Context: an optimization exercise on an open-source flow, tuned for small area and a short achievable clock period. The choices shown serve that exercise and are no tape-out recipe.
Only simulation tests tie the RTL to the original design; equivalence was not proved.

==> flow/design.v (excerpt) <==
module demapper #(
  parameter MAX_BITS = 5
)(
  input clk,
  input rst,                    
  input enable,                 
  input [15:0] x_real,
  input [15:0] x_imag,
  input [3:0]  coding_rate,
  output reg [MAX_BITS-1:0] bits,
  output reg valid_out
);
For scale: ~2,900 cells after synthesis, ~510 flip-flops, ~45 I/O pins.
export LEC_CHECK = 0
export CAP_MARGIN = 20
export CORE_MARGIN = 2
export CORE_UTILIZATION = 40
export CTS_BUF_LIST = sky130_fd_sc_hd__clkbuf_8
export CTS_CLUSTER_DIAMETER = 60
export CTS_CLUSTER_SIZE = 18
export SLEW_MARGIN = 20
create_clock -name core_clock -period 85.0 [get_ports {clk}]
standard.sh (not shown) runs the stock make flow with config.mk's settings and CLKGATE_MAP_FILE= SYNTH_SCRIPT=/design/flow/synth_recipe.tcl, a recipe that flattens the netlist after the stock synthesis.
==> flow/flow/run.sh <==
#!/bin/bash
# The standard layout, with plain buffers (buf_2) on the ports instead of the
# delay buffers buffer_ports picks by default. Everything else is the standard flow's own flow.
set -euo pipefail
bash standard.sh "BUFFER_PORTS_ARGS=-buffer_cell sky130_fd_sc_hd__buf_2" finish > standard_flow.log 2>&1
Edit:
CTS_BUF_LIST = sky130_fd_sc_hd__clkbuf_16   (was sky130_fd_sc_hd__clkbuf_8)
CTS_CLUSTER_DIAMETER = 50   (was 60)
CTS_CLUSTER_SIZE = 22   (was 18)
After rerunning:
- cell area came out higher by 3.8%
- cell count came out higher by 0.95%
- via count came out higher by 0.75%
- non-clock buffer count does not change
Edit:
CTS_BUF_LIST = not set   (was sky130_fd_sc_hd__clkbuf_16)
CTS_CLUSTER_DIAMETER = not set   (was 50)
CTS_CLUSTER_SIZE = not set   (was 22)
=> Synthesized area is unchanged. Clock-buffer cell count rises by 19. Hold slack improves by 0.028 ns. Routed wire length went up by 0.71%. Via count falls by 0.49%. Cell area falls by 0.88%. Non-clock buffer count stays the same.
Edit:
==> flow/run.sh (new file) <==
#!/bin/bash
# synth_recipe.tcl (not shown) runs the flow's synth.tcl, then flattens the netlist and writes it again
# the make line also repeats each setting of config.mk as NAME=value (left out here)
make -C /OpenROAD-flow-scripts/flow DESIGN_CONFIG=/design/flow/config.mk WORK_HOME=/design/flow/orfs CLKGATE_MAP_FILE= SYNTH_SCRIPT=/design/flow/synth_recipe.tcl finish
removed: flow/flow/run.sh
removed: flow/standard.sh
=> Final area climbs slightly; clock-buffer cell count does not change; flip-flop and latch count is unchanged; fmax drops by a few percent; worst setup slack is worse by 0.43 ns; first-iteration DRC count climbs by a few percent; wire length barely changes; register-to-register slack is better by 0.08 ns; final cell count does not change.

* * *

## lagoon
Another version of the RTL of demapper (not shown whole).
Size: ~45 I/O pins, about 30000 sq um of cells after synthesis.
==> flow/design.v (excerpt) <==
module demapper #(
  parameter MAX_BITS = 5
)(
  input clk,
  input rst,                    
  input enable,                 
  input [15:0] x_real,
  input [15:0] x_imag,
  input [3:0]  coding_rate,
  output reg [MAX_BITS-1:0] bits,
  output reg valid_out
);
  reg [15:0] xr_q, xi_q;
  reg [3:0] cr_q;
  always @(posedge clk) begin
    xr_q <= x_real;
    xi_q <= x_imag;
    cr_q <= coding_rate;
  end
  reg [7:0] vp;
  always @(posedge clk) begin
    if (rst) begin
      vp <= 8'd0;
      valid_out <= 1'b0;
    end else begin
      vp <= {vp[6:0], enable};
      valid_out <= vp[7];
    end
  end
  wire [15:0] ax, ay;
  cadd #(.W(16)) u_ax (.a(16'd0), .b(xr_q), .m(xr_q[15]), .ci(xr_q[15]), .s(ax), .co());
  cadd #(.W(16)) u_ay (.a(16'd0), .b(xi_q), .m(xi_q[15]), .ci(xi_q[15]), .s(ay), .co());
  wire big = (|ax[15:8]) | (|ay[15:8]);
  wire xgt = ax[7:0] > ay[7:0];
  wire [7:0] mx = xgt ? ax[7:0] : ay[7:0];
  wire [7:0] mn = xgt ? ay[7:0] : ax[7:0];
  wire [9:0] mag = mx + (mn >> 2) + (mn >> 3) + (mn >> 4) - (mn >> 6) - (mn >> 7);
  reg [9:0] t1, t2;
  always @(*) begin
    case (cr_q)
      4'd3: begin t1 = 10'd57; t2 = 10'd175; end
      4'd4: begin t1 = 10'd59; t2 = 10'd176; end
      4'd5: begin t1 = 10'd62; t2 = 10'd178; end
      4'd6: begin t1 = 10'd63; t2 = 10'd179; end
      default: begin t1 = 10'd54; t2 = 10'd173; end
    endcase
  end
  wire ri_0 = ~big & (mag < t1);           
  wire rm_0 = ~big & ~ri_0 & (mag < t2);   
  wire qx_0 = xr_q[15];
  wire [23:0] x_0 = {ax, 8'd0};
  wire [23:0] y_0 = {xi_q, 8'd0};
  wire s_0 = y_0[23];
  wire [15:0] y1_0; wire y1_0_co;
  wire m0 = ~(s_0 ^ qx_0);
  cadd #(.W(16)) u_y1_0 (.a(y_0[23:8]), .b(xr_q[15:0]), .m(m0), .ci(m0), .s(y1_0), .co(y1_0_co));
  wire [15:0] x1_0; wire x1_0_co;
  cadd #(.W(16)) u_x1_0 (.a(x_0[23:8]), .b({y_0[23:8]}), .m(s_0), .ci(s_0), .s(x1_0), .co(x1_0_co));
  wire [23:0] y_1 = {y1_0, 8'd0};
  wire [23:0] x_1 = {x1_0, 8'd0};
  wire s_1 = y_1[23];
  wire [16:0] y2_0; wire y2_0_co;
  cadd #(.W(17)) u_y2_0 (.a(y_1[23:7]), .b({x_1[23], x_1[23:8]}), .m(~s_1), .ci(~s_1), .s(y2_0), .co(y2_0_co));
  wire [16:0] x2_0; wire x2_0_co;
  ...
Settings: LEC_CHECK=0, CAP_MARGIN=20, CORE_MARGIN=2, CORE_UTILIZATION=40, CTS_BUF_LIST=sky130_fd_sc_hd__clkbuf_8, CTS_CLUSTER_DIAMETER=90, CTS_CLUSTER_SIZE=18, SLEW_MARGIN=20; clock period 85.0 ns.
==> flow/flow/run.sh <==
#!/bin/bash
set -uo pipefail
ARGS="BUFFER_PORTS_ARGS=-buffer_cell sky130_fd_sc_hd__buf_2"
CTS="CTS_ARGS=-sink_clustering_enable -repair_clock_nets -dont_use_dummy_load -sink_clustering_size 18 -sink_clustering_max_diameter 90 -buf_list sky130_fd_sc_hd__clkbuf_8"
R=orfs/results/${FLOW_PLATFORM:-sky130hd}/demapper/base
bash standard.sh "$ARGS" synth > standard_synth.log 2>&1 || exit 1
cp $R/1_2_yosys.v netlist_standard.v
if python3 flow/fapol.py netlist_standard.v netlist_fapol.v > fapol.log 2>&1; then
  KEPLER=$(command -v kepler-formal || echo $FLOW_HOME/../tools/install/kepler-formal/bin/kepler-formal)
  LIB=$FLOW_HOME/platforms/sky130hd/lib/sky130_fd_sc_hd__tt_025C_1v80.lib
  mkdir -p kepler_run
  cat > kepler.yml <<EOT
format: verilog
input_paths:
  - $PWD/netlist_standard.v
  - $PWD/netlist_fapol.v
liberty_files:
  - $LIB
log_file: $PWD/kepler_detail.log
report_json: $PWD/kepler_report.json
verilog_design1_top: $FLOW_TOP
verilog_design2_top: $FLOW_TOP
EOT
  if (cd kepler_run && timeout 600 $KEPLER --config ../kepler.yml) > kepler.log 2>&1 \
     && grep -q "No difference was found." kepler.log \
     && grep -q "Verdict: EQUIVALENT" kepler.log; then
    echo "fapol netlist proven equivalent by kepler-formal; using it" >> fapol.log
    cp netlist_fapol.v $R/1_2_yosys.v
    touch $R/1_2_yosys.v
  else
    echo "fapol netlist not proven; keeping the standard netlist" >> fapol.log
  fi
fi
bash standard.sh "$ARGS" "$CTS" finish > standard_finish.log 2>&1 || exit 1
Other scripts of this flow, unchanged in this note and not shown: flow/flow/fapol.py
lagoon finished end to end and its layout was clean on timing, DRC and antenna.
#### Input delta (juniper over lagoon)
Settings: changing CTS_CLUSTER_DIAMETER from 90 to 60; changing CORE_UTILIZATION from 40 to 55.
-- flow/flow/run.sh --
<<< lagoon, line 3
ARGS="BUFFER_PORTS_ARGS=-buffer_cell sky130_fd_sc_hd__buf_2"
CTS="CTS_ARGS=-sink_clustering_enable -repair_clock_nets -dont_use_dummy_load -sink_clustering_size 18 -sink_clustering_max_diameter 90 -buf_list sky130_fd_sc_hd__clkbuf_8"
R=orfs/results/${FLOW_PLATFORM:-sky130hd}/demapper/base
>>> juniper, line 3
ARGS="BUFFER_PORTS_ARGS=-buffer_cell sky130_fd_sc_hd__buf_2"
R=orfs/results/${FLOW_PLATFORM:-sky130hd}/demapper/base
<<< lagoon, line 33
fi
bash standard.sh "$ARGS" "$CTS" finish > standard_finish.log 2>&1 || exit 1
>>> juniper, line 32
fi
bash standard.sh "$ARGS" finish > standard_finish.log 2>&1 || exit 1
## What came out
| portion of the layout cell area used by non-clock buffers | lagoon vs juniper | ≈ equal |. [compare] base=lagoon new=juniper: post-route cell area went up; area after synthesis did not really move. | peak per-stage delay on the critical path | lagoon vs juniper | ≈ equal |. Wire: juniper routes more than lagoon. The beginning of the critical path comes out bits[4] in one run and valid_out in the other, namely in lagoon and juniper respectively. Number of placement rows shrinks by more than 10% when moving from lagoon to juniper. Worst setup path endpoint: valid_out -> juniper, bits[4] -> lagoon. Average footprint of a synthesized cell: lagoon vs juniper identical.
#### Input delta (willow over juniper)
Settings: swapping 55 for 40 in CORE_UTILIZATION; swapping 60 for 90 in CTS_CLUSTER_DIAMETER; swapping 18 for 20 in CTS_CLUSTER_SIZE.
-- flow/flow/run.sh --
<<< juniper, line 3
ARGS="BUFFER_PORTS_ARGS=-buffer_cell sky130_fd_sc_hd__buf_2"
R=orfs/results/${FLOW_PLATFORM:-sky130hd}/demapper/base
>>> willow, line 3
ARGS="BUFFER_PORTS_ARGS=-buffer_cell sky130_fd_sc_hd__buf_2"
CTS="CTS_ARGS=-sink_clustering_enable -repair_clock_nets -dont_use_dummy_load -sink_clustering_size 20 -sink_clustering_max_diameter 90 -buf_list sky130_fd_sc_hd__clkbuf_8"
R=orfs/results/${FLOW_PLATFORM:-sky130hd}/demapper/base
<<< juniper, line 32
fi
bash standard.sh "$ARGS" finish > standard_finish.log 2>&1 || exit 1
>>> willow, line 33
fi
bash standard.sh "$ARGS" "$CTS" finish > standard_finish.log 2>&1 || exit 1
Results
- On number of non-clock buffers, juniper and willow are neck and neck.
- Lower number of vias per cell among juniper and willow: willow
- Summary of willow over juniper: core utilization fell by 16 points; via count of the routed design -142; sequential cell area share increased by 0.23 points relative to the old numbers; number of placement rows now larger.
- willow vs. juniper: cell count went up by about 7%.
Edits applied to the flow inputs when going from willow to yarrow:
Settings: swapping 20 for 18 in CTS_CLUSTER_SIZE; swapping 90 for 60 in CTS_CLUSTER_DIAMETER.
-- flow/flow/run.sh --
<<< willow, line 3
ARGS="BUFFER_PORTS_ARGS=-buffer_cell sky130_fd_sc_hd__buf_2"
CTS="CTS_ARGS=-sink_clustering_enable -repair_clock_nets -dont_use_dummy_load -sink_clustering_size 20 -sink_clustering_max_diameter 90 -buf_list sky130_fd_sc_hd__clkbuf_8"
R=orfs/results/${FLOW_PLATFORM:-sky130hd}/demapper/base
>>> yarrow, line 3
ARGS="BUFFER_PORTS_ARGS=-buffer_cell sky130_fd_sc_hd__buf_2"
R=orfs/results/${FLOW_PLATFORM:-sky130hd}/demapper/base
<<< willow, line 33
fi
bash standard.sh "$ARGS" "$CTS" finish > standard_finish.log 2>&1 || exit 1
>>> yarrow, line 32
fi
bash standard.sh "$ARGS" finish > standard_finish.log 2>&1 || exit 1
--- outcome ---
Against willow as the reference, yarrow delivers a lower post-route met1 wirelength. valid_out as the worst setup path endpoint was reported by willow, and bits[4] by yarrow. The finished layout cell area of yarrow was inferior to that of willow. Taking willow as the reference, in yarrow detailed-route via count has remained practically unchanged, routed wire length has increased, register share of the cell area has decreased.
Input-level comparison between violet and yarrow:
-- flow/flow/run.sh --
<<< yarrow, line 3
ARGS="BUFFER_PORTS_ARGS=-buffer_cell sky130_fd_sc_hd__buf_2"
R=orfs/results/${FLOW_PLATFORM:-sky130hd}/demapper/base
>>> violet, line 3
ARGS="BUFFER_PORTS_ARGS=-buffer_cell sky130_fd_sc_hd__buf_2"
CTS="CTS_ARGS=-sink_clustering_enable -repair_clock_nets -dont_use_dummy_load -sink_clustering_size 18 -sink_clustering_max_diameter 60 -buf_list sky130_fd_sc_hd__clkbuf_8"
R=orfs/results/${FLOW_PLATFORM:-sky130hd}/demapper/base
<<< yarrow, line 32
fi
bash standard.sh "$ARGS" finish > standard_finish.log 2>&1 || exit 1
>>> violet, line 33
fi
bash standard.sh "$ARGS" "$CTS" finish > standard_finish.log 2>&1 || exit 1
[summary]
For clock-buffer cell count, dividing the value from yarrow by the value from violet gives 1.08.
yarrow vs violet, worst setup path startpoint: bits[4] vs valid_out
In terms of vias after detailed routing, yarrow and violet differ only marginally.
yarrow → violet: post-layout instance area saw a decrease, sequential share of layout area saw an increase.

[what the ideal ports hide]
Ports are ideal in the flow. The routed layouts listed here were re-timed in OpenROAD. Step 1: set_driving_cell puts a clkbuf_16 on clk and a buf_2 on each other input, an assumption about the parent block. Step 2 times the ports against the registers' clock, not the clock port: input delays grow and output delays shrink by t, the midpoint of the rising clock arrivals with the driver on. Slacks: no drivers / after step 1 / after step 2; pairs: no drivers / after step 1.
| run | t, ns | setup slack, ns | worst setup path at the end | pins driven straight from the clock port |
|---|---|---|---|---|
| the first run of note 1 | 0.696 | 66.903 / 66.844 / 67.540 | register to output | 1 |
| the second run of note 1 | 0.678 | 66.946 / 66.885 / 67.564 | register to output | 1 |
| the third run of note 1 | 0.679 | 66.952 / 66.891 / 67.571 | register to output | 1 |
| the fourth run of note 1 | 0.665 | 66.526 / 66.463 / 67.128 | register to output | 1 |
| lagoon | 0.697 | 66.883 / 66.827 / 67.092 | register to register | 1 |
| juniper | 0.705 | 66.908 / 66.858 / 67.235 | register to register | 1 |
| willow | 0.692 | 66.885 / 66.830 / 67.090 | register to register | 1 |
| yarrow | 0.686 | 66.896 / 66.842 / 67.088 | register to register | 1 |
| violet | 0.663 | 66.915 / 66.860 / 67.053 | register to register | 1 |
After both steps setup and hold are still met in every run listed.
